This is an optimization exercise on Yosys and OpenROAD, whose aim is small area, not a production implementation. Function was checked by simulation only, so behaviour that the tests miss may differ from the original. Power is estimated from default activity; no workload was simulated.

==> flow/design.v <==
module PluseDection(
    input   clk     ,
    input   in_sig  ,
    output  pos_sig
);
reg in_sig_r;
always @(posedge clk)
    in_sig_r <= in_sig;
assign pos_sig = in_sig & ~in_sig_r;
endmodule
module LineBuf
#(
    parameter       IMAGE_W         =   128
)
(
    input  wire                         InClk            ,
    input  wire                         InEn             ,
    input  wire [7:0]                   InData           ,
    output wire [7:0]                   OutData
);
reg             [8*IMAGE_W-1:0]         rShift               ;
always@(posedge InClk)
begin
    if(InEn)
        rShift<={rShift[8*IMAGE_W-9:0],InData};
end
assign OutData=rShift[8*IMAGE_W-1 -:8];
endmodule
module Matrix
#(
    parameter       IMAGE_W         =   128
)
(
    input  wire                         InClk       ,
    input  wire                         InClr       ,
    input  wire                         InDe        ,
    input  wire [7:0]                   InData      ,
    output wire [7:0]                   OutP2       ,    
    output wire [7:0]                   OutP1       ,    
    output wire [7:0]                   OutP0       ,    
    output wire [9:0]                   OutV        ,    
    output wire [8:0]                   OutH        ,    
    output reg  [9:0]                   OutV2       ,    
    output reg  [8:0]                   OutH1       ,    
    output reg  [8:0]                   OutH2       ,    
    output reg                          OutDe            
);
reg                             rRowOk      ;    
reg             [9:0]           rV1         ;
wire            [7:0]           BufLine1    ;
wire            [7:0]           BufLine2    ;
always@(posedge InClk)
begin
    if(InClr)
        rRowOk<=1'b0;
    else if(OutDe&&!InDe)
        rRowOk<=1'b1;
end
assign OutP0 = InDe           ? InData   : 8'd0;
assign OutP1 = (InDe&&rRowOk) ? BufLine1 : 8'd0;
assign OutP2 = (InDe&&rRowOk) ? BufLine2 : 8'd0;
LineBuf #(.IMAGE_W(IMAGE_W)) u0_LineBuf
(
    .InClk      (InClk      ),
    .InEn       (InDe       ),
    .InData     (InData     ),
    .OutData    (BufLine1   )
);
LineBuf #(.IMAGE_W(IMAGE_W)) u1_LineBuf
(
    .InClk      (InClk      ),
    .InEn       (InDe       ),
    .InData     (OutP1      ),
    .OutData    (BufLine2   )
);
function [11:0] Add;
    input [11:0] a;
    input [11:0] b;
    input        cin;
    reg          c;
    integer      i;
    begin
        c = cin;
        for(i=0;i<12;i=i+1)
        begin
            Add[i] = a[i]^b[i]^c;
            c      = (a[i]&b[i])|(c&(a[i]^b[i]));
        end
    end
endfunction
wire [11:0]         T  = Add({4'd0,OutP2},{3'd0,OutP1,1'b0},1'b0);     
wire [11:0]         VA = Add(T,{4'd0,OutP0},1'b0);                       
wire [11:0]         HA = Add({4'd0,OutP2},~{4'd0,OutP0},1'b1);           
assign OutV = VA[9:0];
assign OutH = HA[8:0];
always@(posedge InClk)
begin
    rV1   <= OutV;
    OutV2 <= rV1;
    OutH1 <= OutH;
    OutH2 <= OutH1;
    OutDe <= InDe;
end
endmodule
module CalCore
(
    input                       InClk       ,
    input       [9:0]           InV         ,
    input       [8:0]           InH         ,
    input       [9:0]           InV2        ,
    input       [8:0]           InH1        ,
    input       [8:0]           InH2        ,
    output reg  [7:0]           OutAbsX     ,
    output reg  [7:0]           OutAbsY     ,
    output reg                  OutSat
);
function [10:0] Add;
    input [10:0] a;
    input [10:0] b;
    input        cin;
    reg          c;
    integer      i;
    begin
        c = cin;
        for(i=0;i<11;i=i+1)
        begin
            Add[i] = a[i]^b[i]^c;
            c      = (a[i]&b[i])|(c&(a[i]^b[i]));
        end
    end
endfunction
wire [10:0]         Gx = Add({1'b0,InV},~{1'b0,InV2},1'b1);
wire [10:0]         W  = Add({{2{InH2[8]}},InH2},{InH1[8],InH1,1'b0},1'b0);
wire [10:0]         Gy = Add(W,{{2{InH[8]}},InH},1'b0);
wire [9:0]          Ax = Gx[9:0] ^ {10{Gx[10]}};
wire [9:0]          Ay = Gy[9:0] ^ {10{Gy[10]}};
always@(posedge InClk)
begin
    OutAbsX <= Ax[7:0];
    OutAbsY <= Ay[7:0];
    OutSat  <= |{Ax[9:8],Ay[9:8]};
end
endmodule
module SquareRoot
(
    input                       InClk       ,
    input       [7:0]           InAbsX      ,
    input       [7:0]           InAbsY      ,
    input                       InSat       ,
    output      [7:0]           OutData
);
wire pp1 = InAbsX[0] & InAbsX[1];
wire pp2 = InAbsX[0] & InAbsX[2];
wire pp3 = InAbsX[0] & InAbsX[3];
wire pp4 = InAbsX[0] & InAbsX[4];
wire pp5 = InAbsX[0] & InAbsX[5];
wire pp6 = InAbsX[0] & InAbsX[6];
wire pp7 = InAbsX[0] & InAbsX[7];
wire pp8 = InAbsX[1] & InAbsX[2];
wire pp9 = InAbsX[1] & InAbsX[3];
wire pp10 = InAbsX[1] & InAbsX[4];
wire pp11 = InAbsX[1] & InAbsX[5];
wire pp12 = InAbsX[1] & InAbsX[6];
wire pp13 = InAbsX[1] & InAbsX[7];
wire pp14 = InAbsX[2] & InAbsX[3];
wire pp15 = InAbsX[2] & InAbsX[4];
wire pp16 = InAbsX[2] & InAbsX[5];
wire pp17 = InAbsX[2] & InAbsX[6];
wire pp18 = InAbsX[2] & InAbsX[7];
wire pp19 = InAbsX[3] & InAbsX[4];
wire pp20 = InAbsX[3] & InAbsX[5];
wire pp21 = InAbsX[3] & InAbsX[6];
wire pp22 = InAbsX[3] & InAbsX[7];
wire pp23 = InAbsX[4] & InAbsX[5];
wire pp24 = InAbsX[4] & InAbsX[6];
wire pp25 = InAbsX[4] & InAbsX[7];
wire pp26 = InAbsX[5] & InAbsX[6];
wire pp27 = InAbsX[5] & InAbsX[7];
wire pp28 = InAbsX[6] & InAbsX[7];
wire pp29 = InAbsY[0] & InAbsY[1];
wire pp30 = InAbsY[0] & InAbsY[2];
wire pp31 = InAbsY[0] & InAbsY[3];
wire pp32 = InAbsY[0] & InAbsY[4];
wire pp33 = InAbsY[0] & InAbsY[5];
wire pp34 = InAbsY[0] & InAbsY[6];
wire pp35 = InAbsY[0] & InAbsY[7];
wire pp36 = InAbsY[1] & InAbsY[2];
wire pp37 = InAbsY[1] & InAbsY[3];
wire pp38 = InAbsY[1] & InAbsY[4];
wire pp39 = InAbsY[1] & InAbsY[5];
wire pp40 = InAbsY[1] & InAbsY[6];
wire pp41 = InAbsY[1] & InAbsY[7];
wire pp42 = InAbsY[2] & InAbsY[3];
wire pp43 = InAbsY[2] & InAbsY[4];
wire pp44 = InAbsY[2] & InAbsY[5];
wire pp45 = InAbsY[2] & InAbsY[6];
wire pp46 = InAbsY[2] & InAbsY[7];
wire pp47 = InAbsY[3] & InAbsY[4];
wire pp48 = InAbsY[3] & InAbsY[5];
wire pp49 = InAbsY[3] & InAbsY[6];
wire pp50 = InAbsY[3] & InAbsY[7];
wire pp51 = InAbsY[4] & InAbsY[5];
wire pp52 = InAbsY[4] & InAbsY[6];
wire pp53 = InAbsY[4] & InAbsY[7];
wire pp54 = InAbsY[5] & InAbsY[6];
wire pp55 = InAbsY[5] & InAbsY[7];
wire pp56 = InAbsY[6] & InAbsY[7];
wire hs57 = pp7 ^ pp12;
wire hc58 = pp7 & pp12;
wire fs59 = pp5 ^ pp10 ^ pp14;
wire fc60 = (pp5 & pp10) | (pp5 & pp14) | (pp10 & pp14);
wire hs61 = pp6 ^ pp11;
wire hc62 = pp6 & pp11;
wire fs63 = pp16 ^ pp19 ^ InAbsX[4];
wire fc64 = (pp16 & pp19) | (pp16 & InAbsX[4]) | (pp19 & InAbsX[4]);
wire fs65 = pp35 ^ pp40 ^ pp44;
wire fc66 = (pp35 & pp40) | (pp35 & pp44) | (pp40 & pp44);
wire fs67 = pp13 ^ pp17 ^ pp20;
wire fc68 = (pp13 & pp17) | (pp13 & pp20) | (pp17 & pp20);
wire hs69 = pp41 ^ pp45;
wire hc70 = pp41 & pp45;
wire fs71 = pp18 ^ pp21 ^ pp23;
wire fc72 = (pp18 & pp21) | (pp18 & pp23) | (pp21 & pp23);
wire fs73 = InAbsX[5] ^ pp46 ^ pp49;
wire fc74 = (InAbsX[5] & pp46) | (InAbsX[5] & pp49) | (pp46 & pp49);
wire fs75 = pp3 ^ pp8 ^ InAbsX[2];
wire fc76 = (pp3 & pp8) | (pp3 & InAbsX[2]) | (pp8 & InAbsX[2]);
wire hs77 = pp4 ^ pp9;
wire hc78 = pp4 & pp9;
wire fs79 = InAbsX[3] ^ pp33 ^ pp38;
wire fc80 = (InAbsX[3] & pp33) | (InAbsX[3] & pp38) | (pp33 & pp38);
wire hs81 = pp42 ^ InAbsY[3];
wire hc82 = pp42 & InAbsY[3];
wire fs83 = pp15 ^ pp34 ^ pp39;
wire fc84 = (pp15 & pp34) | (pp15 & pp39) | (pp34 & pp39);
wire fs85 = pp43 ^ hs61 ^ fc60;
wire fc86 = (pp43 & hs61) | (pp43 & fc60) | (hs61 & fc60);
wire fs87 = pp47 ^ InAbsY[4] ^ hs57;
wire fc88 = (pp47 & InAbsY[4]) | (pp47 & hs57) | (InAbsY[4] & hs57);
wire fs89 = fs63 ^ fs65 ^ hc62;
wire fc90 = (fs63 & fs65) | (fs63 & hc62) | (fs65 & hc62);
wire fs91 = pp48 ^ hc58 ^ fs67;
wire fc92 = (pp48 & hc58) | (pp48 & fs67) | (hc58 & fs67);
wire fs93 = hs69 ^ fc64 ^ fc66;
wire fc94 = (hs69 & fc64) | (hs69 & fc66) | (fc64 & fc66);
wire fs95 = pp51 ^ InAbsY[5] ^ fs71;
wire fc96 = (pp51 & InAbsY[5]) | (pp51 & fs71) | (InAbsY[5] & fs71);
wire fs97 = fs73 ^ fc68 ^ hc70;
wire fc98 = (fs73 & fc68) | (fs73 & hc70) | (fc68 & hc70);
wire fs99 = pp22 ^ pp24 ^ pp50;
wire fc100 = (pp22 & pp24) | (pp22 & pp50) | (pp24 & pp50);
wire fs101 = pp52 ^ fc72 ^ fc74;
wire fc102 = (pp52 & fc72) | (pp52 & fc74) | (fc72 & fc74);
wire fs103 = pp25 ^ pp26 ^ InAbsX[6];
wire fc104 = (pp25 & pp26) | (pp25 & InAbsX[6]) | (pp26 & InAbsX[6]);
wire fs105 = pp53 ^ pp54 ^ InAbsY[6];
wire fc106 = (pp53 & pp54) | (pp53 & InAbsY[6]) | (pp54 & InAbsY[6]);
wire hs107 = pp1 ^ InAbsX[1];
wire hc108 = pp1 & InAbsX[1];
wire hs109 = pp31 ^ pp36;
wire hc110 = pp31 & pp36;
wire fs111 = pp32 ^ pp37 ^ hs77;
wire fc112 = (pp32 & pp37) | (pp32 & hs77) | (pp37 & hs77);
wire fs113 = fs59 ^ fs79 ^ hs81;
wire fc114 = (fs59 & fs79) | (fs59 & hs81) | (fs79 & hs81);
wire fs115 = fs83 ^ fs85 ^ fc80;
wire fc116 = (fs83 & fs85) | (fs83 & fc80) | (fs85 & fc80);
wire fs117 = fs87 ^ fs89 ^ fc84;
wire fc118 = (fs87 & fs89) | (fs87 & fc84) | (fs89 & fc84);
wire fs119 = fs91 ^ fs93 ^ fc88;
wire fc120 = (fs91 & fs93) | (fs91 & fc88) | (fs93 & fc88);
wire fs121 = fs95 ^ fs97 ^ fc92;
wire fc122 = (fs95 & fs97) | (fs95 & fc92) | (fs97 & fc92);
wire fs123 = fs99 ^ fs101 ^ fc96;
wire fc124 = (fs99 & fs101) | (fs99 & fc96) | (fs101 & fc96);
wire fs125 = fs103 ^ fs105 ^ fc100;
wire fc126 = (fs103 & fs105) | (fs103 & fc100) | (fs105 & fc100);
wire fs127 = pp27 ^ pp55 ^ fc104;
wire fc128 = (pp27 & pp55) | (pp27 & fc104) | (pp55 & fc104);
wire fs129 = pp28 ^ InAbsX[7] ^ pp56;
wire fc130 = (pp28 & InAbsX[7]) | (pp28 & pp56) | (InAbsX[7] & pp56);
wire hs131 = pp29 ^ InAbsY[1];
wire hc132 = pp29 & InAbsY[1];
wire fs133 = pp2 ^ pp30 ^ hc108;
wire fc134 = (pp2 & pp30) | (pp2 & hc108) | (pp30 & hc108);
wire fs135 = InAbsY[2] ^ fs75 ^ hs109;
wire fc136 = (InAbsY[2] & fs75) | (InAbsY[2] & hs109) | (fs75 & hs109);
wire fs137 = fc76 ^ fs111 ^ hc110;
wire fc138 = (fc76 & fs111) | (fc76 & hc110) | (fs111 & hc110);
wire fs139 = hc78 ^ fs113 ^ fc112;
wire fc140 = (hc78 & fs113) | (hc78 & fc112) | (fs113 & fc112);
wire fs141 = hc82 ^ fs115 ^ fc114;
wire fc142 = (hc82 & fs115) | (hc82 & fc114) | (fs115 & fc114);
wire fs143 = fc86 ^ fs117 ^ fc116;
wire fc144 = (fc86 & fs117) | (fc86 & fc116) | (fs117 & fc116);
wire fs145 = fc90 ^ fs119 ^ fc118;
wire fc146 = (fc90 & fs119) | (fc90 & fc118) | (fs119 & fc118);
wire fs147 = fc94 ^ fs121 ^ fc120;
wire fc148 = (fc94 & fs121) | (fc94 & fc120) | (fs121 & fc120);
wire fs149 = fc98 ^ fs123 ^ fc122;
wire fc150 = (fc98 & fs123) | (fc98 & fc122) | (fs123 & fc122);
wire fs151 = fc102 ^ fs125 ^ fc124;
wire fc152 = (fc102 & fs125) | (fc102 & fc124) | (fs125 & fc124);
wire fs153 = fc106 ^ fs127 ^ fc126;
wire fc154 = (fc106 & fs127) | (fc106 & fc126) | (fs127 & fc126);
wire fs155 = InAbsY[7] ^ fs129 ^ fc128;
wire fc156 = (InAbsY[7] & fs129) | (InAbsY[7] & fc128) | (fs129 & fc128);
wire [16:0] RowA = {1'b0,fc130,fs155,fs153,fs151,fs149,fs147,fs145,fs143,fs141,fs139,fs137,fs135,fs133,hs107,1'b0,InAbsX[0]};
wire [16:0] RowB = {1'b0,fc156,fc154,fc152,fc150,fc148,fc146,fc144,fc142,fc140,fc138,fc136,fc134,hc132,hs131,1'b0,InAbsY[0]};
wire [16:0] Sum;
assign Sum[0] = RowA[0] ^ RowB[0] ^ 1'b0;
wire rc157 = (RowA[0] & RowB[0]) | (1'b0 & (RowA[0] ^ RowB[0]));
assign Sum[1] = RowA[1] ^ RowB[1] ^ rc157;
wire rc158 = (RowA[1] & RowB[1]) | (rc157 & (RowA[1] ^ RowB[1]));
assign Sum[2] = RowA[2] ^ RowB[2] ^ rc158;
wire rc159 = (RowA[2] & RowB[2]) | (rc158 & (RowA[2] ^ RowB[2]));
assign Sum[3] = RowA[3] ^ RowB[3] ^ rc159;
wire rc160 = (RowA[3] & RowB[3]) | (rc159 & (RowA[3] ^ RowB[3]));
assign Sum[4] = RowA[4] ^ RowB[4] ^ rc160;
wire rc161 = (RowA[4] & RowB[4]) | (rc160 & (RowA[4] ^ RowB[4]));
assign Sum[5] = RowA[5] ^ RowB[5] ^ rc161;
wire rc162 = (RowA[5] & RowB[5]) | (rc161 & (RowA[5] ^ RowB[5]));
assign Sum[6] = RowA[6] ^ RowB[6] ^ rc162;
wire rc163 = (RowA[6] & RowB[6]) | (rc162 & (RowA[6] ^ RowB[6]));
assign Sum[7] = RowA[7] ^ RowB[7] ^ rc163;
wire rc164 = (RowA[7] & RowB[7]) | (rc163 & (RowA[7] ^ RowB[7]));
assign Sum[8] = RowA[8] ^ RowB[8] ^ rc164;
wire rc165 = (RowA[8] & RowB[8]) | (rc164 & (RowA[8] ^ RowB[8]));
assign Sum[9] = RowA[9] ^ RowB[9] ^ rc165;
wire rc166 = (RowA[9] & RowB[9]) | (rc165 & (RowA[9] ^ RowB[9]));
assign Sum[10] = RowA[10] ^ RowB[10] ^ rc166;
wire rc167 = (RowA[10] & RowB[10]) | (rc166 & (RowA[10] ^ RowB[10]));
assign Sum[11] = RowA[11] ^ RowB[11] ^ rc167;
wire rc168 = (RowA[11] & RowB[11]) | (rc167 & (RowA[11] ^ RowB[11]));
assign Sum[12] = RowA[12] ^ RowB[12] ^ rc168;
wire rc169 = (RowA[12] & RowB[12]) | (rc168 & (RowA[12] ^ RowB[12]));
assign Sum[13] = RowA[13] ^ RowB[13] ^ rc169;
wire rc170 = (RowA[13] & RowB[13]) | (rc169 & (RowA[13] ^ RowB[13]));
assign Sum[14] = RowA[14] ^ RowB[14] ^ rc170;
wire rc171 = (RowA[14] & RowB[14]) | (rc170 & (RowA[14] ^ RowB[14]));
assign Sum[15] = RowA[15] ^ RowB[15] ^ rc171;
wire rc172 = (RowA[15] & RowB[15]) | (rc171 & (RowA[15] ^ RowB[15]));
assign Sum[16] = RowA[16] ^ RowB[16] ^ rc172;
wire rc173 = (RowA[16] & RowB[16]) | (rc172 & (RowA[16] ^ RowB[16]));
wire [2:0] Part174 = {1'b0,Sum[15:0][15:14]};
wire [1:0] NTrial175 = 2'b10;
wire [2:0] Diff176;
assign Diff176[0] = Part174[0] ^ NTrial175[0] ^ 1'b1;
wire bc177 = (Part174[0] & NTrial175[0]) | (1'b1 & (Part174[0] ^ NTrial175[0]));
assign Diff176[1] = Part174[1] ^ NTrial175[1] ^ bc177;
wire bc178 = (Part174[1] & NTrial175[1]) | (bc177 & (Part174[1] ^ NTrial175[1]));
assign Diff176[2] = Part174[2] ^ 1'b1 ^ bc178;
wire Ge179 = ~Diff176[2];
wire [1:0] Rem180 = Ge179 ? Diff176[1:0] : Part174[1:0];
wire [0:0] NRoot181 = Diff176[2];
wire [13:0] Rad182 = Sum[15:0][13:0];
reg [13:0] rS1_Rad; 
reg [1:0] rS1_Rem;
reg [0:0] rS1_Root;
reg rS1_Sat;
always@(posedge InClk)
begin
    rS1_Rad <= Rad182;
    rS1_Rem <= Rem180;
    rS1_Root <= NRoot181;
    rS1_Sat <= (InSat | Sum[16]);
end
wire [3:0] Part183 = {rS1_Rem,rS1_Rad[13:12]};
wire [2:0] NTrial184 = {rS1_Root,2'b10};
wire [3:0] Diff185;
assign Diff185[0] = Part183[0] ^ NTrial184[0] ^ 1'b1;
wire bc186 = (Part183[0] & NTrial184[0]) | (1'b1 & (Part183[0] ^ NTrial184[0]));
assign Diff185[1] = Part183[1] ^ NTrial184[1] ^ bc186;
wire bc187 = (Part183[1] & NTrial184[1]) | (bc186 & (Part183[1] ^ NTrial184[1]));
assign Diff185[2] = Part183[2] ^ NTrial184[2] ^ bc187;
wire bc188 = (Part183[2] & NTrial184[2]) | (bc187 & (Part183[2] ^ NTrial184[2]));
assign Diff185[3] = Part183[3] ^ 1'b1 ^ bc188;
wire Ge189 = ~Diff185[3];
wire [2:0] Rem190 = Ge189 ? Diff185[2:0] : Part183[2:0];
wire [1:0] NRoot191 = {rS1_Root,Diff185[3]};
wire [11:0] Rad192 = rS1_Rad[11:0];
wire [4:0] Part193 = {Rem190,Rad192[11:10]};
wire [3:0] NTrial194 = {NRoot191,2'b10};
wire [4:0] Diff195;
assign Diff195[0] = Part193[0] ^ NTrial194[0] ^ 1'b1;
wire bc196 = (Part193[0] & NTrial194[0]) | (1'b1 & (Part193[0] ^ NTrial194[0]));
assign Diff195[1] = Part193[1] ^ NTrial194[1] ^ bc196;
wire bc197 = (Part193[1] & NTrial194[1]) | (bc196 & (Part193[1] ^ NTrial194[1]));
assign Diff195[2] = Part193[2] ^ NTrial194[2] ^ bc197;
wire bc198 = (Part193[2] & NTrial194[2]) | (bc197 & (Part193[2] ^ NTrial194[2]));
assign Diff195[3] = Part193[3] ^ NTrial194[3] ^ bc198;
wire bc199 = (Part193[3] & NTrial194[3]) | (bc198 & (Part193[3] ^ NTrial194[3]));
assign Diff195[4] = Part193[4] ^ 1'b1 ^ bc199;
wire Ge200 = ~Diff195[4];
wire [3:0] Rem201 = Ge200 ? Diff195[3:0] : Part193[3:0];
wire [2:0] NRoot202 = {NRoot191,Diff195[4]};
wire [9:0] Rad203 = Rad192[9:0];
wire [5:0] Part204 = {Rem201,Rad203[9:8]};
wire [4:0] NTrial205 = {NRoot202,2'b10};
wire [5:0] Diff206;
assign Diff206[0] = Part204[0] ^ NTrial205[0] ^ 1'b1;
wire bc207 = (Part204[0] & NTrial205[0]) | (1'b1 & (Part204[0] ^ NTrial205[0]));
assign Diff206[1] = Part204[1] ^ NTrial205[1] ^ bc207;
wire bc208 = (Part204[1] & NTrial205[1]) | (bc207 & (Part204[1] ^ NTrial205[1]));
assign Diff206[2] = Part204[2] ^ NTrial205[2] ^ bc208;
wire bc209 = (Part204[2] & NTrial205[2]) | (bc208 & (Part204[2] ^ NTrial205[2]));
assign Diff206[3] = Part204[3] ^ NTrial205[3] ^ bc209;
wire bc210 = (Part204[3] & NTrial205[3]) | (bc209 & (Part204[3] ^ NTrial205[3]));
assign Diff206[4] = Part204[4] ^ NTrial205[4] ^ bc210;
wire bc211 = (Part204[4] & NTrial205[4]) | (bc210 & (Part204[4] ^ NTrial205[4]));
assign Diff206[5] = Part204[5] ^ 1'b1 ^ bc211;
wire Ge212 = ~Diff206[5];
wire [4:0] Rem213 = Ge212 ? Diff206[4:0] : Part204[4:0];
wire [3:0] NRoot214 = {NRoot202,Diff206[5]};
wire [7:0] Rad215 = Rad203[7:0];
wire [6:0] Part216 = {Rem213,Rad215[7:6]};
wire [5:0] NTrial217 = {NRoot214,2'b10};
wire [6:0] Diff218;
assign Diff218[0] = Part216[0] ^ NTrial217[0] ^ 1'b1;
wire bc219 = (Part216[0] & NTrial217[0]) | (1'b1 & (Part216[0] ^ NTrial217[0]));
assign Diff218[1] = Part216[1] ^ NTrial217[1] ^ bc219;
wire bc220 = (Part216[1] & NTrial217[1]) | (bc219 & (Part216[1] ^ NTrial217[1]));
assign Diff218[2] = Part216[2] ^ NTrial217[2] ^ bc220;
wire bc221 = (Part216[2] & NTrial217[2]) | (bc220 & (Part216[2] ^ NTrial217[2]));
assign Diff218[3] = Part216[3] ^ NTrial217[3] ^ bc221;
wire bc222 = (Part216[3] & NTrial217[3]) | (bc221 & (Part216[3] ^ NTrial217[3]));
assign Diff218[4] = Part216[4] ^ NTrial217[4] ^ bc222;
wire bc223 = (Part216[4] & NTrial217[4]) | (bc222 & (Part216[4] ^ NTrial217[4]));
assign Diff218[5] = Part216[5] ^ NTrial217[5] ^ bc223;
wire bc224 = (Part216[5] & NTrial217[5]) | (bc223 & (Part216[5] ^ NTrial217[5]));
assign Diff218[6] = Part216[6] ^ 1'b1 ^ bc224;
wire Ge225 = ~Diff218[6];
wire [5:0] Rem226 = Ge225 ? Diff218[5:0] : Part216[5:0];
wire [4:0] NRoot227 = {NRoot214,Diff218[6]};
wire [5:0] Rad228 = Rad215[5:0];
reg [5:0] rS5_Rad; 
reg [5:0] rS5_Rem;
reg [4:0] rS5_Root;
reg rS5_Sat;
always@(posedge InClk)
begin
    rS5_Rad <= Rad228;
    rS5_Rem <= Rem226;
    rS5_Root <= NRoot227;
    rS5_Sat <= rS1_Sat;
end
wire [7:0] Part229 = {rS5_Rem,rS5_Rad[5:4]};
wire [6:0] NTrial230 = {rS5_Root,2'b10};
wire [7:0] Diff231;
assign Diff231[0] = Part229[0] ^ NTrial230[0] ^ 1'b1;
wire bc232 = (Part229[0] & NTrial230[0]) | (1'b1 & (Part229[0] ^ NTrial230[0]));
assign Diff231[1] = Part229[1] ^ NTrial230[1] ^ bc232;
wire bc233 = (Part229[1] & NTrial230[1]) | (bc232 & (Part229[1] ^ NTrial230[1]));
assign Diff231[2] = Part229[2] ^ NTrial230[2] ^ bc233;
wire bc234 = (Part229[2] & NTrial230[2]) | (bc233 & (Part229[2] ^ NTrial230[2]));
assign Diff231[3] = Part229[3] ^ NTrial230[3] ^ bc234;
wire bc235 = (Part229[3] & NTrial230[3]) | (bc234 & (Part229[3] ^ NTrial230[3]));
assign Diff231[4] = Part229[4] ^ NTrial230[4] ^ bc235;
wire bc236 = (Part229[4] & NTrial230[4]) | (bc235 & (Part229[4] ^ NTrial230[4]));
assign Diff231[5] = Part229[5] ^ NTrial230[5] ^ bc236;
wire bc237 = (Part229[5] & NTrial230[5]) | (bc236 & (Part229[5] ^ NTrial230[5]));
assign Diff231[6] = Part229[6] ^ NTrial230[6] ^ bc237;
wire bc238 = (Part229[6] & NTrial230[6]) | (bc237 & (Part229[6] ^ NTrial230[6]));
assign Diff231[7] = Part229[7] ^ 1'b1 ^ bc238;
wire Ge239 = ~Diff231[7];
wire [6:0] Rem240 = Ge239 ? Diff231[6:0] : Part229[6:0];
wire [5:0] NRoot241 = {rS5_Root,Diff231[7]};
wire [3:0] Rad242 = rS5_Rad[3:0];
wire [8:0] Part243 = {Rem240,Rad242[3:2]};
wire [7:0] NTrial244 = {NRoot241,2'b10};
wire [8:0] Diff245;
assign Diff245[0] = Part243[0] ^ NTrial244[0] ^ 1'b1;
wire bc246 = (Part243[0] & NTrial244[0]) | (1'b1 & (Part243[0] ^ NTrial244[0]));
assign Diff245[1] = Part243[1] ^ NTrial244[1] ^ bc246;
wire bc247 = (Part243[1] & NTrial244[1]) | (bc246 & (Part243[1] ^ NTrial244[1]));
assign Diff245[2] = Part243[2] ^ NTrial244[2] ^ bc247;
wire bc248 = (Part243[2] & NTrial244[2]) | (bc247 & (Part243[2] ^ NTrial244[2]));
assign Diff245[3] = Part243[3] ^ NTrial244[3] ^ bc248;
wire bc249 = (Part243[3] & NTrial244[3]) | (bc248 & (Part243[3] ^ NTrial244[3]));
assign Diff245[4] = Part243[4] ^ NTrial244[4] ^ bc249;
wire bc250 = (Part243[4] & NTrial244[4]) | (bc249 & (Part243[4] ^ NTrial244[4]));
assign Diff245[5] = Part243[5] ^ NTrial244[5] ^ bc250;
wire bc251 = (Part243[5] & NTrial244[5]) | (bc250 & (Part243[5] ^ NTrial244[5]));
assign Diff245[6] = Part243[6] ^ NTrial244[6] ^ bc251;
wire bc252 = (Part243[6] & NTrial244[6]) | (bc251 & (Part243[6] ^ NTrial244[6]));
assign Diff245[7] = Part243[7] ^ NTrial244[7] ^ bc252;
wire bc253 = (Part243[7] & NTrial244[7]) | (bc252 & (Part243[7] ^ NTrial244[7]));
assign Diff245[8] = Part243[8] ^ 1'b1 ^ bc253;
wire Ge254 = ~Diff245[8];
wire [7:0] Rem255 = Ge254 ? Diff245[7:0] : Part243[7:0];
wire [6:0] NRoot256 = {NRoot241,Diff245[8]};
wire [1:0] Rad257 = Rad242[1:0];
wire [9:0] Part258 = {Rem255,Rad257[1:0]};
wire [8:0] NTrial259 = {NRoot256,2'b10};
wire [9:0] Diff260;
assign Diff260[0] = Part258[0] ^ NTrial259[0] ^ 1'b1;
wire bc261 = (Part258[0] & NTrial259[0]) | (1'b1 & (Part258[0] ^ NTrial259[0]));
assign Diff260[1] = Part258[1] ^ NTrial259[1] ^ bc261;
wire bc262 = (Part258[1] & NTrial259[1]) | (bc261 & (Part258[1] ^ NTrial259[1]));
assign Diff260[2] = Part258[2] ^ NTrial259[2] ^ bc262;
wire bc263 = (Part258[2] & NTrial259[2]) | (bc262 & (Part258[2] ^ NTrial259[2]));
assign Diff260[3] = Part258[3] ^ NTrial259[3] ^ bc263;
wire bc264 = (Part258[3] & NTrial259[3]) | (bc263 & (Part258[3] ^ NTrial259[3]));
assign Diff260[4] = Part258[4] ^ NTrial259[4] ^ bc264;
wire bc265 = (Part258[4] & NTrial259[4]) | (bc264 & (Part258[4] ^ NTrial259[4]));
assign Diff260[5] = Part258[5] ^ NTrial259[5] ^ bc265;
wire bc266 = (Part258[5] & NTrial259[5]) | (bc265 & (Part258[5] ^ NTrial259[5]));
assign Diff260[6] = Part258[6] ^ NTrial259[6] ^ bc266;
wire bc267 = (Part258[6] & NTrial259[6]) | (bc266 & (Part258[6] ^ NTrial259[6]));
assign Diff260[7] = Part258[7] ^ NTrial259[7] ^ bc267;
wire bc268 = (Part258[7] & NTrial259[7]) | (bc267 & (Part258[7] ^ NTrial259[7]));
assign Diff260[8] = Part258[8] ^ NTrial259[8] ^ bc268;
wire bc269 = (Part258[8] & NTrial259[8]) | (bc268 & (Part258[8] ^ NTrial259[8]));
assign Diff260[9] = Part258[9] ^ 1'b1 ^ bc269;
wire Ge270 = ~Diff260[9];
wire [7:0] NRoot271 = {NRoot256,Diff260[9]};
reg [7:0] rOut;
always@(posedge InClk)
begin
    rOut <= rS5_Sat ? 8'hff : ~NRoot271;
end
assign OutData = rOut;
endmodule
module Sobel
#(
    parameter IMAGE_W   =   128  ,
    parameter IMAGE_H   =   480  ,
    parameter IMAGE_DW  =   8
)
(
    input                           InVideoClk  ,
    input                           InVideoVs   ,
    input                           InVideoDe   ,
    input   [IMAGE_DW -1 :0]        InVideoData ,
    output                          OutVideoVs  ,
    output                          OutVideoDe  ,
    output  [IMAGE_DW -1 :0]        OutVideoData
);
wire                PosVs       ;
wire    [9:0]       V           ;
wire    [8:0]       H           ;
wire    [9:0]       V2          ;
wire    [8:0]       H1          ;
wire    [8:0]       H2          ;
wire                De1         ;
wire    [7:0]       AbsX        ;
wire    [7:0]       AbsY        ;
wire                Sat         ;
reg     [2:0]       rDe         ;
PluseDection PluseDection
(
    .clk        (InVideoClk ),
    .in_sig     (InVideoVs  ),
    .pos_sig    (PosVs      )
);
Matrix #(.IMAGE_W(IMAGE_W)) u_Matrix
(
    .InClk      (InVideoClk ),
    .InClr      (PosVs      ),
    .InDe       (InVideoDe  ),
    .InData     (InVideoData),
    .OutP2      (           ),
    .OutP1      (           ),
    .OutP0      (           ),
    .OutV       (V          ),
    .OutH       (H          ),
    .OutV2      (V2         ),
    .OutH1      (H1         ),
    .OutH2      (H2         ),
    .OutDe      (De1        )
);
CalCore u_CalCore
(
    .InClk      (InVideoClk ),
    .InV        (V          ),
    .InH        (H          ),
    .InV2       (V2         ),
    .InH1       (H1         ),
    .InH2       (H2         ),
    .OutAbsX    (AbsX       ),
    .OutAbsY    (AbsY       ),
    .OutSat     (Sat        )
);
SquareRoot u_SquareRoot
(
    .InClk      (InVideoClk ),
    .InAbsX     (AbsX       ),
    .InAbsY     (AbsY       ),
    .InSat      (Sat        ),
    .OutData    (OutVideoData)
);
always@(posedge InVideoClk)
begin
    rDe <= {rDe[1:0],De1};
end
assign OutVideoVs = InVideoVs;
assign OutVideoDe = rDe[2];
endmodule
==> flow/run.sh <==
#!/bin/bash
# synth_recipe.tcl (not shown) runs the flow's synth.tcl, then flattens the netlist and writes it again
# the make line also repeats each setting of config.mk as NAME=value (left out here)
make -C /OpenROAD-flow-scripts/flow DESIGN_CONFIG=/design/flow/config.mk WORK_HOME=/design/flow/orfs CLKGATE_MAP_FILE= SYNTH_SCRIPT=/design/flow/synth_recipe.tcl finish
==> flow/config.mk <==
export PLATFORM = sky130hd
export DESIGN_NAME = Sobel
export DESIGN_NICKNAME = Sobel
export VERILOG_FILES = /design/flow/design.v
export SDC_FILE = /design/flow/constraint.sdc
export NUM_CORES = 4
export LEC_CHECK = 0
export CAP_MARGIN = 20
export CORE_MARGIN = 2
export CORE_UTILIZATION = 60
export CTS_BUF_LIST = sky130_fd_sc_hd__clkbuf_16
export CTS_CLUSTER_DIAMETER = 50
export CTS_CLUSTER_SIZE = 40
export SLEW_MARGIN = 20
==> flow/constraint.sdc <==
create_clock -name core_clock -period 8.0 [get_ports {InVideoClk}]
set_input_delay 1.6000 -clock core_clock [delete_from_list [all_inputs] [get_ports {InVideoClk}]]
set_output_delay 1.6000 -clock core_clock [all_outputs]
set_load 0.01 [all_outputs]
==> notes.md, run 1 <==
- Compound-Gate Fraction of Synth Area: 0.359%
- Setup violations, final: 0
- Commonest register cell after synthesis: edfxtp_1
- Final Power: ~0.027 W
- Largest net degree at the start of global routing: about 210
- Mapped Cells: roughly 2,700
- TritonCTS clock tree: done
- Final Wtd Congestion: around 0.73
- Slew Limit Fails: 0
- Worst setup SP type: flop
- CP arrival: between 8 and 9 ns
- WP data required: 8.60 ns
- Post-route cell area: ~0.076 mm²
- Clock Root Buffer: clkbuf_16
- Flop pwr share: 50.1%
- Pwr dens: roughly 360 mW/mm²
- Clk network pwr share: 28.4%
- Most used routing layer: met1
- Crit path max fanout: 7
- Wire per inst: 17.8 µm
- Tot GR Track Use: approximately 14%
- Total number of yosys warnings: 6
- First-pass GRT wire length: ~130,000 µm
- CTS HTree Levels: 4
- Routed via count: approximately 23,000
- Mux share of post-synthesis cell area: less than 1%
- Unrepaired setup endpoints after global routing: no
- Met3 usage: about 2.7%
- Via/cell ratio: approximately 5.1
- Worst setup margin: 0.563 ns
- Total wire length: around 80,000 µm
- Buf/Inv on CP: 5
- Synth Area in Simple Gates: roughly 1.1%
- Sequential area share after synthesis: between 90% and 100%
- Clock Skew: about 0.028 ns
- Final ANT Viol Nets: 0
- Fin Setup TNS: 0 ns
- Worst Hold End: u_SquareRoot.rS5_Rad[0]$_DFF_P_
- Setup bufs post-CTS: 0
- GRT met2 Usage: 17.9%
- Post-Synth XOR/XNOR Area: less than 1%
- Hold buffer count at CTS: 0
- GRT met1 Usage: between 20% and 30%
- Net Sw Frac: between 20 and 30%
- Placed cells: about 4,200
- Placeable Area: roughly 0.11 mm²
- Power Internal: 0.0200 W
- CP max stage delay: 0.48 ns
- FF-to-FF path depth: 28
- I/O pins: 21
- Hold_sp: u_SquareRoot.rS1_Rad[0]$_DFF_P_
- Drt pass-1 iters: 5
- Iteration-0 DRC Markers: between 2,000 and 2,500
- Logic pwr share: 21.5%
- Psw: approximately 0.0074 W
- Num rows: around 120
- Commonest non-fill, non-tap cell in the layout: edfxtp_1
- Most frequent cells in the layout: edfxtp_1 (2,048), clkbuf_16 (156), inv_1 (143), fa_1 (113), dfxtp_1 (105)
- Cell Area, Synth: ~0.068 mm²
- Status: complete, no violations
- Reg2reg end: u_SquareRoot.rOut[0]$_SDFF_PP1_
- Initial antenna violation count: 3
- FMAX: between 100 and 150 MHz
- Main combinational cell family by area after synthesis: adder cells
- CP max-delay cell: fa_1
- Post-synth EDFFs: just over 2,000
- Clock sink count: between 2,000 and 2,500
- Post-synth ARST share: 0%
- Period minus WS final: about 7.4 ns
- Max-Cap Viols: 0
- Layout Nets: 3,004
- Register-to-register path setup slack: 0.56 ns
- Post-Layout Cell Count: 4,474
- Crit path kind: reg -> reg
- Pre-CTS setup slack: approximately 0.43 ns
- GRT Residual Overflow: 0
- Starting Density: between 60% and 70%
- Layout cell share with drive strength beyond 1: between 9 and 10%
- Dpl cell area: 0.0705 mm²
- Synth Area in Adders: slightly below 4%
- Hold Crit Class: reg -> reg
- Hold Path Depth: 0
- Clk latency of the worst-skew pair: slightly above 0.7 ns
- Mean Syn Cell Area: approximately 26 µm²
- Post-cts resize count: 0
- Ant. Diodes: 0
- HPWL after DPL: between 30,000 and 40,000 µm
- Family with the most delay on the worst path: adder cells
- Max-slew headroom: between 20% and 30%
- Die W: roughly 340 µm
- Final period util: about 93%
- Die area: roughly 0.12 mm²
- Vias in the first global route: 22,400
- Syn nets: between 2,000 and 3,000
- Leakage: between 20 and 30 nW
- Cts bufs inserted: between 100 and 150
- Top cell by count, worst path: fa_1
- Fin. Hold Viols: 0
- Critical R2R Launch: u_SquareRoot.rS5_Rad[4]$_DFF_P_
- Die Span Y: between 300 and 400 µm
- Worst-margin pin slew: roughly 1.2 ns
- Worst vdd ir: about 0.42 mV
- Yosys reg bits: around 2,200
- CTS max path bufs: 3
- Synth unique cells: between 40 and 50
- Clock transition at the registers of the reported paths: 0.06 ns
- Number of remaining DRC errors: 0
- Number of buffers added on ports: 20
- Layout area overhead: 10.9%
- Number of fillers in the final layout: around 7,000
- Setup crit end kind: flop
[worst register-to-register path: cells and delay by family (launching register included)]
family,cells,cell delay [ns]
fa+ha+maj,12,4.41
buf+inv,5,0.60
simple gates,3,0.47
compound gates,6,0.75
xor+xnor,2,0.73
flops,1,0.38
[layer usage]
metal  part of all wire, %  up-vias
met5                     0        -
met4                   2.6        0
met3                   3.5      167
met2                    41      284
met1                    53    12000
li1                      -    10600
[how the worst max path moves through the flow]
stage,to,slack [ns],from,cells after the start
floorplan,u_CalCore.OutSat$_DFF_P_,0.59,InVideoDe,21
finish,u_SquareRoot.rOut[0]$_SDFF_PP1_,0.56,u_SquareRoot.rS5_Rad[4]$_DFF_P_,28
global placement,u_CalCore.OutSat$_DFF_P_,0.56,InVideoDe,22
global route,u_SquareRoot.rOut[0]$_SDFF_PP1_,0.12,u_SquareRoot.rS5_Rad[4]$_DFF_P_,28
CTS,u_SquareRoot.rOut[0]$_SDFF_PP1_,0.50,u_SquareRoot.rS5_Rad[4]$_DFF_P_,28
detailed placement,u_CalCore.OutSat$_DFF_P_,0.43,InVideoDe,20
[power by group through the flow]
stage	sequential, W	combinational (W)	clock [W]
3_5_place_dp	0.0139	0.00604	0
3_3_place_gp	0.0140	0.00580	0
4_1_cts	0.0137	0.00605	0.00806
5_1_grt	0.0138	0.00692	0.00845
2_1_floorplan	0.0138	0.00448	0
6_report	0.0137	0.00587	0.00776
[registers in the layout, indices dropped and copies added (netlist names), 2 cells and up]
name,flops
u_SquareRoot.rS5_Rem,6
u_Matrix.OutV2,10
u_CalCore.OutAbsX,8
rDe,3
u_SquareRoot.rS5_Rad,6
u_SquareRoot.rS1_Rem,2
u_Matrix.OutH1,9
u_Matrix.u0_LineBuf.rShift,1024
u_SquareRoot.rS1_Rad,14
u_SquareRoot.rS5_Root,5
u_Matrix.OutH2,9
u_Matrix.u1_LineBuf.rShift,1024
u_CalCore.OutAbsY,8
u_SquareRoot.rOut,8
u_Matrix.rV1,10
[synth_stat cells, drive strengths merged (6+ instances only)]
master / instances / area share [%]
xnor2: 25 / 0.33
a21oi: 13 / 0.095
nand2b: 7 / 0.064
o21ai: 14 / 0.11
dfxtp: 105 / 3.1
and2: 52 / 0.48
clkbuf: 6 / 0.033
fa: 113 / 3.3
xor2: 10 / 0.14
inv: 137 / 0.75
ha: 29 / 0.53
edfxtp: 2048 / 90
nor2: 13 / 0.072
nor2b: 15 / 0.14
nand2: 44 / 0.24
mux2i: 7 / 0.10
[metrics by stage]
step	utilization [%]	hold WS, ns
CTS	67.2	0.306
detailed placement	62.6	0.312
finish	67.2	0.312
global placement	62.6	0.311
global route	67.2	0.316
floorplan	-	0.310
[final cells by class]
class | instances | area [µm²] | area share (%)
clock inverters | 114 | 1210 | 1.60
multi-input cells | 370 | 4080 | 5.39
well taps | 1500 | 1880 | 2.48
inverters | 137 | 514 | 0.680
repair buffers | 44 | 477 | 0.630
clock buffers | 156 | 3900 | 5.16
flip-flops and latches | 2153 | 63600 | 84.1
[kinds of logic after synthesis]
logic type / after synthesis
buffers and inverters: 144
adder cells (fa/ha/maj): 142
XOR/XNOR: 35
flip-flops: 2153
AO/OA/AOI/OAI: 40
AND/OR/NAND/NOR: 141
multiplexers: 12
==> run 2, diff against run 1 <==
--- a/flow/config.mk
+++ b/flow/config.mk
@@ -11,4 +11,4 @@
 export CTS_BUF_LIST = sky130_fd_sc_hd__clkbuf_16
-export CTS_CLUSTER_DIAMETER = 50
-export CTS_CLUSTER_SIZE = 40
+export CTS_CLUSTER_DIAMETER = 100
+export CTS_CLUSTER_SIZE = 32
 export SLEW_MARGIN = 20
==> run 2 against run 1 <==
First-iteration DRC count fell by 4.9%. Non-clock buffer count rose by 1. Wire length down 2.6%. Critical path type unchanged.
==> notes.md, run 2 <==
- Syn nets: 2,820 (unchanged)
- Drt pass-1 iters: 5 (unchanged)
- Net Sw Frac: 26.6% (-0.39 points)
- Post-synth EDFFs: 2,048 (unchanged)
- Initial antenna violation count: 3 (unchanged)
- Iteration-0 DRC Markers: 2,017 (-4.9%)
- Psw: 0.00650 W (-12%)
- CTS HTree Levels: 3 (-1)
- Period minus WS final: 7.43 ns (-0.00229 ns)
- Status: complete, no violations
- Area share of the leading cell type in the synthesized netlist: 90.1% (unchanged)
- Mean Syn Cell Area: 25.6 µm² (unchanged)
- HPWL after DPL: 37,200 µm (unchanged)
- TritonCTS clock tree: done
- Cell Area, Synth: 0.0682 mm² (unchanged)
- Crit path max fanout: 7 (unchanged)
- GRT Residual Overflow: 0 (unchanged)
- Clk latency of the worst-skew pair: 0.68 ns (-0.04 ns)
- Worst-margin pin slew: 1.12 ns (-0.0451 ns)
- Synth area leaders: edfxtp_1 (90%), fa_1 (3.3%), dfxtp_1 (3.1%)
- Number of remaining DRC errors: 0 (unchanged)
- Family with the most delay on the worst path: adder cells
- Commonest non-fill, non-tap cell in the layout: edfxtp_1
- Ant. Diodes: 0 (unchanged)
- Clock Root Buffer: clkbuf_16
- Total wire length: 77,600 µm (-2.6%)
- Post-cts resize count: 0 (unchanged)
- Cts bufs inserted: 78 (-46%)
- Final Wtd Congestion: 0.729 (unchanged)
- Die W: 341 µm (unchanged)
- Commonest cells post-synth: edfxtp_1 (2,048), inv_1 (136), fa_1 (113)
- Clock Skew: 0.0301 ns (+0.00218 ns)
- Top cell by count, worst path: fa_1
- Setup crit end: u_SquareRoot.rOut[0]$_SDFF_PP1_
- Clock sink count: 2,153 (unchanged)
- Most frequent cells in the layout: edfxtp_1 (2,048), inv_1 (146), fa_1 (113), dfxtp_1 (105), clkbuf_16 (82)
- Worst setup SP type: flop
- Critical R2R Launch: u_SquareRoot.rS5_Rad[4]$_DFF_P_
- Number of buffers added on ports: 20 (unchanged)
- First-pass GRT wire length: 123,000 µm (-2.7%)
- Wire per inst: 18.0 µm (+1.3%)
- Pwr dens: 336 mW/mm² (-7.1%)
- Buf/Inv on CP: 5 (unchanged)
- I/O pins: 21 (unchanged)
- Setup violations, final: 0 (unchanged)
- Top Registers: u_Matrix.u0_LineBuf.rShift (1024), u_Matrix.u1_LineBuf.rShift (1024), u_SquareRoot.rS1_Rad (14)
- Setup crit end kind: flop
- Final period util: 92.9% (about the same)
- Crit. Startpoint: u_SquareRoot.rS5_Rad[4]$_DFF_P_
- Tot GR Track Use: 13.3% (-0.48 points)
- Total number of yosys warnings: 6 (unchanged)
- CTS max path bufs: 3 (unchanged)
- Placeable Area: 0.113 mm² (unchanged)
- Crit path kind: reg -> reg
- Flop pwr share: 56.0% (+5.9 points)
- Leakage: 24.7 nW (-5.3%)
- CP arrival: 8.02 ns (about the same)
- Clock transition at the registers of the reported paths: 0.11 ns (+0.05 ns)
- Fin. Hold Viols: 0 (unchanged)
- Final core occ: 64.6% (-2.5 points)
- Num rows: 123 (unchanged)
- Final ANT Viol Nets: 0 (unchanged)
- Starting Density: 60.6% (unchanged)
- Fin Setup TNS: 0 ns (unchanged)
- Hold Crit Class: reg -> reg
- Die area: 0.116 mm² (unchanged)
- CP max-delay cell: fa_1
- Yosys reg bits: 2,153 (unchanged)
- CP max stage delay: 0.48 ns (about the same)
- Number of stages on the worst setup path: 28 (unchanged)
- WP data required: 8.58 ns (-0.02 ns)
- Sequential area share after synthesis: 93.2% (unchanged)
- Reg2reg end: u_SquareRoot.rOut[0]$_SDFF_PP1_
- Unrepaired setup endpoints after global routing: no
- Register-to-register path setup slack: 0.57 ns (about the same)
- FF-to-FF path depth: 28 (unchanged)
- Post-synth ARST share: 0% (unchanged)
- Hold Path Depth: 0 (unchanged)
- Commonest register cell after synthesis: edfxtp_1
- Synth unique cells: 43 (unchanged)
- Logic pwr share: 24.0% (+2.5 points)
- Hold buffer count at CTS: 0 (unchanged)
- Number of fillers in the final layout: 7,246 (+3.9%)
- Final Power: 0.0244 W (-11%)
- Via/cell ratio: 5.21 (+1.3%)
- Clk network pwr share: 19.9% (-8.5 points)
- Worst vdd ir: 0.395 mV (-5.3%)
- Routed via count: 22,400 (-2.5%)
- Max-slew headroom: 25.7% (+3.0 points)
- Layout cell share with drive strength beyond 1: 4.50% (-5.4 points)
- Max-Cap Viols: 0 (unchanged)
- Top cell type by total area after synthesis: edfxtp_1
- Die Span Y: 341 µm (unchanged)
- Layout Nets: 2,938 (-2.2%)
- Mapped Cells: 2,667 (unchanged)
- Vias in the first global route: 21,600 (-3.7%)
- Power Internal: 0.0179 W (-10%)
- Slew Limit Fails: 0 (unchanged)
- FMAX: 135 MHz (about the same)
- Layout area overhead: 6.70%
- Setup bufs post-CTS: 0 (unchanged)
- Count leader, synth: edfxtp_1
- Largest net degree at the start of global routing: 214 (unchanged)
- Hold WS: 0.336 ns (+0.0244 ns)
## run 2: changes by cell type in the layout (fill, tap and decap cells not counted)
cell | previous run | this run
bufinv_16 | 6 | 1
inv_8 | 24 | 0
inv_6 | 18 | 0
clkinv_8 | 14 | 2
inv_12 | 4 | 1
clkinv_2 | 11 | 0
clkinvlp_4 | 10 | 0
clkbuf_16 | 156 | 82
clkinv_16 | 0 | 1
inv_1 | 143 | 146
buf_16 | 1 | 2
clkinv_1 | 7 | 0
clkinv_4 | 12 | 0
## run 2: power by group through the flow
stage | Sequential (W) | Combinational, W | Clock [W]
2_1_floorplan | 0.0138 | 0.00448 | 0
3_3_place_gp | 0.0140 | 0.00580 | 0
3_5_place_dp | 0.0139 | 0.00604 | 0
4_1_cts | 0.0137 | 0.00604 | 0.00513
5_1_grt | 0.0138 | 0.00692 | 0.00547
6_report | 0.0137 | 0.00587 | 0.00487
## run 2: through the flow
step                      area (µm²)  std cells  setup WS [ns]
after floorplan                68200       2667          0.588
after global placement         70500       4204          0.565
after detailed placement       70500       4204          0.430
after CTS                      72800       4302          0.495
after global routing           72800       4303          0.115
final                          72800       4303          0.565
## run 2: layout make-up
class | count | area (µm²) | area share, %
flip-flops and latches | 2153 | 63600 | 87.4
multi-input cells | 370 | 4080 | 5.61
clock buffers | 82 | 2050 | 2.82
well taps | 1500 | 1880 | 2.58
inverters | 137 | 514 | 0.706
repair buffers | 45 | 504 | 0.693
clock inverters | 16 | 166 | 0.229
## run 2: metal layers
metal	wire [µm]	GRT usage, %	vias up
met3	2280	2.17	96
li1	-	-	10300
met4	1810	3.69	0
met1	41800	23.2	11800
met5	0	0	-
met2	31800	17.6	223
## run 2: logic make-up after synthesis
group	synth area share (%)
multiplexers	0.196
adder cells (fa/ha/maj)	3.85
flip-flops	93.2
AO/OA/AOI/OAI	0.359
AND/OR/NAND/NOR	1.11
XOR/XNOR	0.471
buffers and inverters	0.798
## run 2: worst min-delay path by stage
stage | endpoint | slack [ns] | startpoint
6_report | u_SquareRoot.rS5_Rad[2]$_DFF_P_ | 0.34 | u_SquareRoot.rS1_Rad[2]$_DFF_P_
5_1_grt | u_SquareRoot.rS5_Rad[4]$_DFF_P_ | 0.34 | u_SquareRoot.rS1_Rad[4]$_DFF_P_
4_1_cts | u_SquareRoot.rS5_Rad[4]$_DFF_P_ | 0.34 | u_SquareRoot.rS1_Rad[4]$_DFF_P_
3_3_place_gp | u_Matrix.OutV2[9]$_DFF_P_ | 0.31 | u_Matrix.rV1[9]$_DFF_P_
2_1_floorplan | rDe[1]$_DFF_P_ | 0.31 | rDe[0]$_DFF_P_
3_5_place_dp | u_Matrix.OutV2[1]$_DFF_P_ | 0.31 | u_Matrix.rV1[1]$_DFF_P_
## run 2: worst reg2reg max path: cells and delay by family (launching register included)
| family | cells | cell delay, ns |
|---|---|---|
| AOI/OAI and AO/OA | 6 | 0.75 |
| buffers and inverters | 5 | 0.59 |
| DFF | 1 | 0.40 |
| and+or+nand+nor | 3 | 0.47 |
| xor gates and xnor gates | 2 | 0.73 |
| adders and majority gates | 12 | 4.42 |

==> static timing again, ports no longer ideal <==
No port has a modelled driver above. Below, the same layouts with a new extraction and two added sets of constraints. Step 1: set_driving_cell puts a clkbuf_16 on InVideoClk and a buf_2 on each other input, an assumption about the parent block. Step 2, shift: input delay + t, output delay - t, t = (earliest + latest rising clock arrival at the registers) / 2. This alone moves slack from input paths to output paths. Slacks: ideal / step 1 / step 2; pairs: ideal / step 1.
run	t (ns)	setup WS [ns]	hold WS [ns]	slew at the worst register clock pin (ns)	pins driven straight from the clock port
run 1	0.780	0.563 / 0.563 / 0.337	0.312 / 0.312 / 0.312	0.10 / 0.10	1
run 2	0.738	0.565 / 0.565 / 0.378	0.336 / 0.336 / 0.336	0.12 / 0.12	1
After both steps every run listed still meets setup and hold. For run 1, which loses most, drivers alone change the setup slack by 0.000 ns; drivers and shift together by -0.226 ns.
